What follows belongs to an exercise in optimizing a design on an open flow for small area; a production flow would make more cautious choices.
No functional check of the RTL was part of this run.

<file path="flow/design.v">
`timescale 1ns / 1ps
`timescale 1ns / 1ps
`timescale 1ns / 1ps
module synapse #(
    parameter DW = 16, T_DW = 4
)(
    input wire clk,
    input wire rst,
    input wire en,
    input wire [DW - 1 : 0] weights_w,
    input wire write_enable,
    output reg [DW - 1 : 0] weights_r,
    input wire read_enable,
    input wire pre_spiking,
    output reg signed [DW - 1 : 0] spking_value,
    output reg post_en,
    input wire update_en,
    input wire signed [DW - 1 : 0] learning_rate
);
    localparam IDLE = 2'd0, FORWARD = 2'd1, COMPUTE = 2'd2, UPDATE = 2'd3;
    reg [1:0] fsm_state;
    reg compute_finish, delay_for_mul1, delay_for_mul2;
    reg [T_DW-1:0] pre_trace, pre_trace_temp;
    reg signed [DW-1:0] weights;
    always @(posedge clk)
        if (rst) fsm_state <= IDLE;
        else if (en) case (fsm_state)
            IDLE:    fsm_state <= FORWARD;
            FORWARD: if (update_en) fsm_state <= COMPUTE;
            COMPUTE: if (compute_finish) fsm_state <= UPDATE;
            default: fsm_state <= FORWARD;
        endcase
    always @(posedge clk)
        if (rst) pre_trace <= 0;
        else if (en && pre_spiking) pre_trace <= pre_trace + 1'b1;
    always @(posedge clk)
        if (rst) begin
            spking_value <= 0;
            post_en <= 0;
        end else if (en) begin
            if (pre_spiking) spking_value <= weights;
            post_en <= pre_spiking;
        end
    wire run = (fsm_state == COMPUTE);
    reg [4:0] iteration;
    reg repeated;
    always @(posedge clk)
        if (!run) begin
            iteration <= 5'd30;
            repeated <= 1'b1;
        end else if (!repeated && (iteration == 5'd3 || iteration == 5'd12))
            repeated <= 1'b1;
        else begin
            iteration <= iteration + 1'b1;
            repeated <= 1'b0;
        end
    wire done = (iteration == 5'd16);
    wire first = run & repeated & iteration[4];
    reg [15:0] tangle;
    always @(*)
        case (iteration)
            5'd0: tangle = 16'd17999;
            5'd1: tangle = 16'd8369;
            5'd2: tangle = 16'd4117;
            5'd3: tangle = 16'd2050;
            5'd4: tangle = 16'd1024;
            5'd5: tangle = 16'd512;
            5'd6: tangle = 16'd256;
            5'd7: tangle = 16'd128;
            5'd8: tangle = 16'd64;
            5'd9: tangle = 16'd32;
            5'd10: tangle = 16'd16;
            5'd11: tangle = 16'd8;
            5'd12: tangle = 16'd4;
            5'd13: tangle = 16'd2;
            5'd14: tangle = 16'd1;
            default: tangle = 16'd0;
        endcase
    reg signed [15:0] diff_trace, derta_w;
    wire to_update = compute_finish & en;
    wire theta_a = ~fsm_state[1];
    wire theta_b = first & ~to_update;
    wire sel_beta = theta_a | theta_b;
    wire signed [15:0] m_a = sel_beta ? 16'he667 : diff_trace;
    wire signed [15:0] m_b = theta_a ? weights : theta_b ? (weights ^ 16'h7fff) : learning_rate;
    wire signed [31:0] m_p = m_a * m_b;
    wire [15:0] m_q = m_p[30:15];
    reg signed [17:0] xa, ya, xb, yb;
    reg signed [15:0] za, zb;
    wire [17:0] xas, yas, xbs, ybs;
    shr18 s0 (.d(xa), .it(iteration), .q(xas));
    shr18 s1 (.d(ya), .it(iteration), .q(yas));
    shr18 s2 (.d(xb), .it(iteration), .q(xbs));
    shr18 s3 (.d(yb), .it(iteration), .q(ybs));
    wire [17:0] xa_n, ya_n, xb_n, yb_n;
    wire [15:0] za_n, zb_n;
    addsub #(18) a0 (.a(xa), .b(yas), .sub(za[15]), .s(xa_n));
    addsub #(18) a1 (.a(ya), .b(xas), .sub(za[15]), .s(ya_n));
    addsub #(16) a2 (.a(za), .b(tangle), .sub(~za[15]), .s(za_n));
    addsub #(18) a3 (.a(xb), .b(ybs), .sub(zb[15]), .s(xb_n));
    addsub #(18) a4 (.a(yb), .b(xbs), .sub(zb[15]), .s(yb_n));
    addsub #(16) a5 (.a(zb), .b(tangle), .sub(~zb[15]), .s(zb_n));
    always @(posedge clk) begin
        if (!run) begin
            xa <= 18'd39567; ya <= 0;
            xb <= 18'd39567; yb <= 0;
        end else begin
            xa <= xa_n; ya <= ya_n;
            xb <= xb_n; yb <= yb_n;
        end
        if (theta_a) za <= m_q;
        else za <= za_n;
        if (!run | theta_b) zb <= m_q;
        else zb <= zb_n;
    end
    always @(posedge clk)
        if (rst) begin
            delay_for_mul1 <= 0; delay_for_mul2 <= 0; compute_finish <= 0;
            pre_trace_temp <= 0;
        end else if (en) begin
            delay_for_mul1 <= done;
            delay_for_mul2 <= delay_for_mul1;
            compute_finish <= delay_for_mul2;
            if (update_en) pre_trace_temp <= pre_trace;
        end
    wire [17:0] ea, eb, diff;
    addsub #(18) e0 (.a(xa), .b(ya), .sub(1'b0), .s(ea));
    addsub #(18) e1 (.a(xb), .b(yb), .sub(1'b0), .s(eb));
    addsub #(18) e2 (.a(ea), .b(eb), .sub(1'b1), .s(diff));
    wire [21:0] dx = {{4{diff[17]}}, diff};
    wire [21:0] r0 = pre_trace_temp[0] ? dx : 22'd0;
    wire [21:0] r1 = pre_trace_temp[1] ? {dx[20:0], 1'b0} : 22'd0;
    wire [21:0] r2 = pre_trace_temp[2] ? {dx[19:0], 2'b0} : 22'd0;
    wire [21:0] r3 = pre_trace_temp[3] ? {dx[18:0], 3'b0} : 22'd0;
    wire [21:0] q0, q1, q2;
    addsub #(22) p0 (.a(r0), .b(r1), .sub(1'b0), .s(q0));
    addsub #(22) p1 (.a(q0), .b(r2), .sub(1'b0), .s(q1));
    addsub #(22) p2 (.a(q1), .b(r3), .sub(1'b0), .s(q2));
    always @(posedge clk) begin
        diff_trace <= q2[21:6];
        derta_w <= m_q;
    end
    wire [15:0] w_sum;
    addsub #(16) wa (.a(weights), .b(derta_w), .sub(1'b0), .s(w_sum));
    always @(posedge clk)
        if (rst) begin
            weights <= 0;
            weights_r <= 0;
        end else if (en) begin
            if (fsm_state == UPDATE) weights <= w_sum;
            else if (read_enable) weights_r <= weights;
        end else if (write_enable) weights <= weights_w;
endmodule
module addsub #(parameter W = 16) (
    input wire [W-1:0] a,
    input wire [W-1:0] b,
    input wire sub,
    output wire [W-1:0] s
);
    wire [W:0] c;
    assign c[0] = sub;
    genvar i;
    generate for (i = 0; i < W; i = i + 1) begin : bit_
        wire bb = b[i] ^ sub;
        assign s[i] = a[i] ^ bb ^ c[i];
        assign c[i+1] = (a[i] & bb) | (a[i] & c[i]) | (bb & c[i]);
    end endgenerate
endmodule
module shr18 (
    input wire [17:0] d,
    input wire [4:0] it,
    output wire [17:0] q
);
    wire signed [17:0] sd = d;
    wire signed [17:0] d1 = sd >>> 1;
    assign q = d1 >>> it;
endmodule
</file>
<file path="flow/constraint.sdc">
create_clock -name core_clock -period 10.0 [get_ports {clk}]
set_input_delay 2.0000 -clock core_clock [delete_from_list [all_inputs] [get_ports {clk}]]
set_output_delay 2.0000 -clock core_clock [all_outputs]
set_load 0.01 [all_outputs]
</file>
<file path="flow/run.sh">
#!/bin/bash
# synth_recipe.tcl (not shown) runs the flow's synth.tcl, then flattens the netlist and writes it again
# the make line also repeats each setting of config.mk as NAME=value (left out here)
make -C /OpenROAD-flow-scripts/flow DESIGN_CONFIG=/design/flow/config.mk WORK_HOME=/design/flow/orfs CLKGATE_MAP_FILE= SYNTH_SCRIPT=/design/flow/synth_recipe.tcl finish
</file>
<file path="flow/config.mk">
export PLATFORM = sky130hd
export DESIGN_NAME = synapse
export DESIGN_NICKNAME = synapse
export VERILOG_FILES = /design/flow/design.v
export SDC_FILE = /design/flow/constraint.sdc
export NUM_CORES = 4
export LEC_CHECK = 0
export CAP_MARGIN = 20
export CORE_MARGIN = 2
export CORE_UTILIZATION = 40
export SLEW_MARGIN = 20
</file>
==> results_dict.tcl <==
set metrics [dict create \
    startpoint "ya[0]" \
    endpoint "diff_trace[15]" \
    relSlewSlack 0.317 \
    worstPathArrival_ns 11.07 \
    synthesis.nets 3422 \
    reg2reg_from "ya[0]" \
    yosysTopAreaCellShare 0.358 \
    cpMostUsedCell "fa_2" \
    finalHoldViolations 0 \
    antenna_left 0 \
    wl_um 69900 \
    nets 3478 \
    cts_tree "built" \
    clock_sinks 219 \
    period_share 1.06 \
    pin_count 72 \
    maxSlewViolCount 0 \
    dpl_cell_area_um2 28000 \
    syn2layout_area_growth_pct 12.0 \
    cts_hold_buf 0 \
    synth.distinct_cells 70 \
    final-seq-area_um2 4400 \
    so.violations "negative setup slack" \
    synthFlopType "dfxtp_1" \
    final_cell_area_um2 28900 \
    start_util 0.402 \
    core_um2 64100 \
    grt_antenna_before_repair 2 \
    critPathKind "reg -> reg" \
    synth_seq_cells 219 \
    clock_skew_ns 0.0187 \
    dp_worst_setup_slack_ns -0.716 \
    vias_per_cell 5.15 \
    numPlacedInstances 3711 \
    cp_slowest_cell "fa_2" \
    grt_usage 0.215 \
    wire_per_inst_um 18.6 \
    drive_gt1_frac 0.112 \
    dieArea_um2 66500 \
    first_global_vias 20716 \
    die_h_um 258 \
    grt_setup_unrepaired "true" \
    r2r-end "diff_trace[15]" \
    synth_edf_count 0 \
    worst_slew_pin_slew_ns 1.02 \
    num_rows 93 \
    status "finished with violations" \
    grt_pass1_wl_um 113000 \
    hold_path.class "reg -> reg" \
    multi_input_area_um2 19300 \
    r2r_cells 33 \
    grt_overflow_total 0 \
    min_period_ns 10.58 \
    first_iter_violations 1558 \
    io_buffers 71 \
    max_stage_delay_ns 0.54 \
    yosysSeqAreaShare 0.170 \
    synth_area_um2 25800 \
    synth_area_leaders "fa_1 (36%), dfxtp_1 (17%), inv_1 (6.9%)" \
    setup_slack_ns -0.580 \
    maxCapViolations 0 \
    synth_top_cell_by_area "fa_1" \
    path_clk_slew_ns 0.06 \
    die_w_um 258 \
    max_freq_mhz 94.5 \
    tns_ns -0.754 \
    cts_made_buffers 26 \
    dr_total_vias 19357 \
    hold_ws_ns 0.460 \
    fill_cells 6148 \
    place.gp.congestion 0.922 \
    ctsHtreeMaxLevel 1 \
    fin_util 0.451 \
    drc_errors 0 \
    clkLatencyLatePin_ns 0.56 \
    syn_area_per_cell_um2 9.11 \
    drt_first_pass_iters 5 \
    start_kind "register" \
    cp_max_fo 2 \
    yosys_warnings 1 \
    synthCells 2831 \
    layout.cells.non_filler 3762 \
    cts-root-buf "clkbuf_16" \
    crit_required_ns 10.49 \
    clock_path_buffers 3 \
    dp_hpwl_um 57100 \
    setup_viol 2 \
    r2r_slack_ns -0.58 \
    worstHoldPathCells 2 \
    end_kind "register" \
    synthArstFlopShare 0 \
    grt_max_degree 63 \
]
## worst max-delay path, delay by kind of cell (launching register included)
kind                       cells  cell delay, ns
adders and majority gates     25            9.26
xor gates and xnor gates       4            0.64
buffers and inverters          3            0.14
DFF                            1            0.33
and+or+nand+nor                1            0.16
## cells in the mapped netlist (17+ instances only)
cell / n
inv_1: 477
nand3_1: 23
nor2_1: 231
mux2i_1: 92
nand2_1: 376
nand2b_1: 56
and2_1: 19
clkbuf_1: 110
fa_1: 461
xnor2_1: 110
nor2b_1: 39
mux4_2: 30
dfxtp_1: 219
a21oi_1: 125
ha_1: 91
xor2_1: 39
o21ai_0: 117
buf_1: 17
o211ai_1: 17
a211oi_1: 21
## what timing repair did
item | CTS | global route
cloned | 0 | 0
setup buffers | 0 | 3
pin swaps | 2 | 5
setup endpoints to repair | 2 | 8
endpoints found under the hold margin | 0 | 0
gates resized for setup | 5 | 9
## per-layer routing
metal | routed length, um | GRT usage
met1 | 29000 | 0.282
met2 | 34300 | 0.367
met3 | 3800 | 0.0245
met4 | 2700 | 0.0790
met5 | 0 | 0
## worst min path at each step
stage | from | to
2_1_floorplan | delay_for_mul1 | delay_for_mul1
3_3_place_gp | weights_r[8] | weights_r[8]
3_5_place_dp | spking_value[1] | spking_value[1]
4_1_cts | weights_r[8] | weights_r[8]
5_1_grt | weights_r[8] | weights_r[8]
6_report | weights_r[8] | weights_r[8]
## cell usage in the layout (no fill, tap or decap), types with 9 or more instances in the layout
cell type        Yosys  layout
or2_2               15      15
dfxtp_1            219     210
buf_4                3      99
inv_1              477     463
nor2b_1             39      37
nor2_1             231     231
clkdlybuf4s50_1      0      69
o21a_1               9       9
o211ai_1            17      17
nand3_1             23      23
a21oi_1            125     125
nand2b_1            56      56
xor2_1              39      39
a211oi_1            21      21
o21ai_0            117     116
mux4_2              30      30
nand2_1            376     376
inv_2                0      13
and3_1              10      10
a21o_1              11      11
clkbuf_16            0      26
fa_1               461     376
xnor2_1            110     110
mux2i_1             92      92
ha_1                91      89
fa_2                 0      85
and2_1              19      17
mux2_2               9       9
## layout make-up
cell class | count | area share
multi-input combinational | 1990 | 0.667
sequential | 219 | 0.152
inverter | 479 | 0.0622
timing repair buffer | 171 | 0.0512
tap | 855 | 0.0370
clock buffer | 30 | 0.0234
clock inverter | 16 | 0.00654
antenna | 2 | 0.000173
## logic make-up (layout without fill, tap and decap cells)
family,Yosys count,after routing,synth area share
multiplexers,131,131,0.0658
flip-flops,219,219,0.170
other,0,2,0
AO/OA/AOI/OAI,359,359,0.0853
adder cells (fa/ha/maj),553,553,0.402
buffers and inverters,622,696,0.0918
XOR/XNOR,149,149,0.0506
AND/OR/NAND/NOR,798,798,0.134
## registers in the layout, indices dropped and copies added, names as in the netlist, named ones only
register,cells
delay_for_mul1,1
zb,16
compute_finish,1
za,16
pre_trace_temp,4
derta_w,16
xa,18
weights_r,16
spking_value,16
xb,18
delay_for_mul2,1
ya,18
yb,18
pre_trace,4
weights,16
post_en,1
repeated,1
iteration,5
fsm_state,2
diff_trace,16

static timing again, ports no longer ideal:
How much do the figures lean on ideal ports? The routed layout below was timed once more, with nothing changed but the port constraints. Step 1 assumes that a clkbuf_16 drives the clock port and a buf_2 every other input. Step 2 adds t to the input delays and takes it off the output delays; t is the mean of the earliest and latest rising clock arrival at the registers after step 1. Input paths then give back, and output paths get back, about the clock's delay inside the block. a / b / c = no drivers / after step 1 / after step 2; a / b = the first two.
t, ns: 0.609
slack for setup (ns): -0.580 / -0.580 / -0.580
clock arrival spread, ns: 0.018 / 0.019
worst data-port slew with drivers (ns): 0.08
For this run, drivers alone change the setup slack by 0.000 ns; drivers and shift together by 0.000 ns.
